Background: an optimization exercise with open tools, aiming at small area. Do not read the settings as production practice. In this exercise RTL edits were held to simulation tests only and were not proved equivalent to the original. The flow treats the clock pin as an ideal source. Dropping or thinning the clock tree relies on that and would not hold on a real chip.

// main
module main(
    input clk,
    input rst,
    input btnl,
    input btnd,
    input btnr,
    input btnp,
    input [3:0] speed,
    output [7:0] led,
    output [6:0] seg,
    output [3:0] an
    );
==> flow/config.mk <==
export PLATFORM = sky130hd
export DESIGN_NAME = main
export DESIGN_NICKNAME = main
export VERILOG_FILES = /design/flow/design.v
export SDC_FILE = /design/flow/constraint.sdc
export NUM_CORES = 4
export LEC_CHECK = 0
export CAP_MARGIN = 20
export CORE_MARGIN = 2
export CORE_UTILIZATION = 80
export SLEW_MARGIN = 20
==> flow/constraint.sdc <==
create_clock -name core_clock -period 10.0 [get_ports {clk}]
set_input_delay 2.0000 -clock core_clock [delete_from_list [all_inputs] [get_ports {clk}]]
set_output_delay 2.0000 -clock core_clock [all_outputs]
set_load 0.01 [all_outputs]
standard.sh (not shown) runs the stock make flow with config.mk's settings and CLKGATE_MAP_FILE= SYNTH_SCRIPT=/design/flow/synth_recipe.tcl, a recipe that flattens the netlist after the stock synthesis.
==> flow/flow/run.sh <==
#!/bin/bash
# Own flow: the standard flow, with three changes to how the layout is made:
#  1. after the standard synthesis (standard.sh synth, unchanged), the gates
#     between the flip-flops are re-mapped by ABC for area with a few scripts
#     (remap.tcl; every flip-flop instance is kept as it is, same name and
#     cell), in two rounds (the second starts from the first's smallest); the
#     smallest result that Yosys proves equivalent to the standard netlist
#     (equiv.tcl) replaces it; if none is proven, the standard one stays;
#  2. port buffers are the smallest buffer (buf_1) instead of the default;
#  3. the clock tree is built by cts.tcl instead of ORFS's CTS: the clock
#     port drives one root buffer, which drives a few leaf buffers, each at
#     the centre of a cluster of flip-flops and driving that cluster, each
#     sized to the smallest that keeps its flip-flops' clock slew in bounds.
# Each tool's full output goes to a log file in the work folder.
set -euo pipefail
WORK=$(pwd)
FLOWDIR=$WORK/flow
export RES=$WORK/orfs/results/${FLOW_PLATFORM}/main/base

bash standard.sh synth > $WORK/log_synth.txt 2>&1
cp $RES/1_2_yosys.v $RES/1_2_yosys_std.v

cands=""
# round 1 from the standard netlist, round 2 from round 1's smallest
IN=$RES/1_2_yosys_std.v
for round in 1 2; do
  for s in $FLOWDIR/m*.abc; do
    t=r${round}$(basename $s .abc)
    if IN=$IN TAG=$t ABC_SCRIPT=$s yosys -c $FLOWDIR/remap.tcl > $WORK/log_remap_$t.txt 2>&1; then
      a=$(awk '/Chip area/ {print $NF}' $RES/remap_$t.txt)
      cands="$cands$a $t"$'\n'
    fi
  done
  best=$(echo "$cands" | sort -g | awk 'NF==2 {print $2; exit}')
  [[ -n "$best" ]] && IN=$RES/remap_$best.v
done
echo "$cands" > $WORK/log_remap_areas.txt
chosen=""
for t in $(echo "$cands" | sort -g | awk 'NF==2 {print $2}'); do
  if CAND=$RES/remap_$t.v yosys -c $FLOWDIR/equiv.tcl > $WORK/log_equiv_$t.txt 2>&1; then
    chosen=$t
    break
  fi
done
if [[ -n "$chosen" ]]; then
  cp $RES/remap_$chosen.v $RES/1_2_yosys.v
  rm -f $RES/1_synth.odb $RES/1_synth.sdc
  echo "using re-mapped netlist $chosen"
else
  echo "no re-map proven; using the standard netlist"
fi

export BUFFER_PORTS_ARGS="-buffer_cell sky130_fd_sc_hd__buf_1"
bash standard.sh place > $WORK/log_place.txt 2>&1
FLOWDIR=$FLOWDIR CLK_LEAVES=12 CLK_LEAF_BUF=sky130_fd_sc_hd__clkbuf_8 CLK_ROOT_BUF=sky130_fd_sc_hd__clkbuf_8 CLK_SLEW_TARGET=0.110 \
  openroad -no_init -exit $FLOWDIR/cts.tcl > $WORK/log_cts.txt 2>&1
bash standard.sh finish > $WORK/log_finish.txt 2>&1
Other scripts of this flow, unchanged in this note and not shown: flow/flow/clocktree.tcl, flow/flow/cts.tcl, flow/flow/equiv.tcl, flow/flow/m1.abc, flow/flow/m2.abc, flow/flow/m3.abc, flow/flow/m4.abc, flow/flow/m5.abc, flow/flow/m6.abc, flow/flow/m7.abc, flow/flow/remap.tcl
Rerun with:
- CORE_UTILIZATION: 80 -> 45
The new run produced a clean layout.
Routed wire length decreases by 13%.
Final cell count went up by 9.3%.
Register-to-register slack improves by 170 ps.
Global-route usage fell by 14 points.
In every run of this note, the design's own scripts or RTL, not TritonCTS, make the clock network.

==> static timing again, ports no longer ideal <==
In the flow no input, the clock included, has a driving cell. The finished layouts below were timed again as built, in two steps.
Step 1 sets driving cells, clkbuf_16 on the clock port and buf_2 on the other inputs (assumed; they add their load-dependent delay and slew).
Step 2 adds t to the input delays and takes it off the output delays; t is the mean of the earliest and latest rising clock arrival at the registers after step 1. Input paths then give back, and output paths get back, about the clock's delay inside the block.
a / b / c = no drivers / after step 1 / after step 2; a / b = the first two.
run | shift t [ns] | setup WS [ns] | worst slew at a driven data input, ns
the first run | 0.442 | 5.430 / 5.400 / 5.842 | 0.03
the second run | 0.458 | 5.602 / 5.569 / 6.027 | 0.03
After both steps every run listed still meets setup and hold.
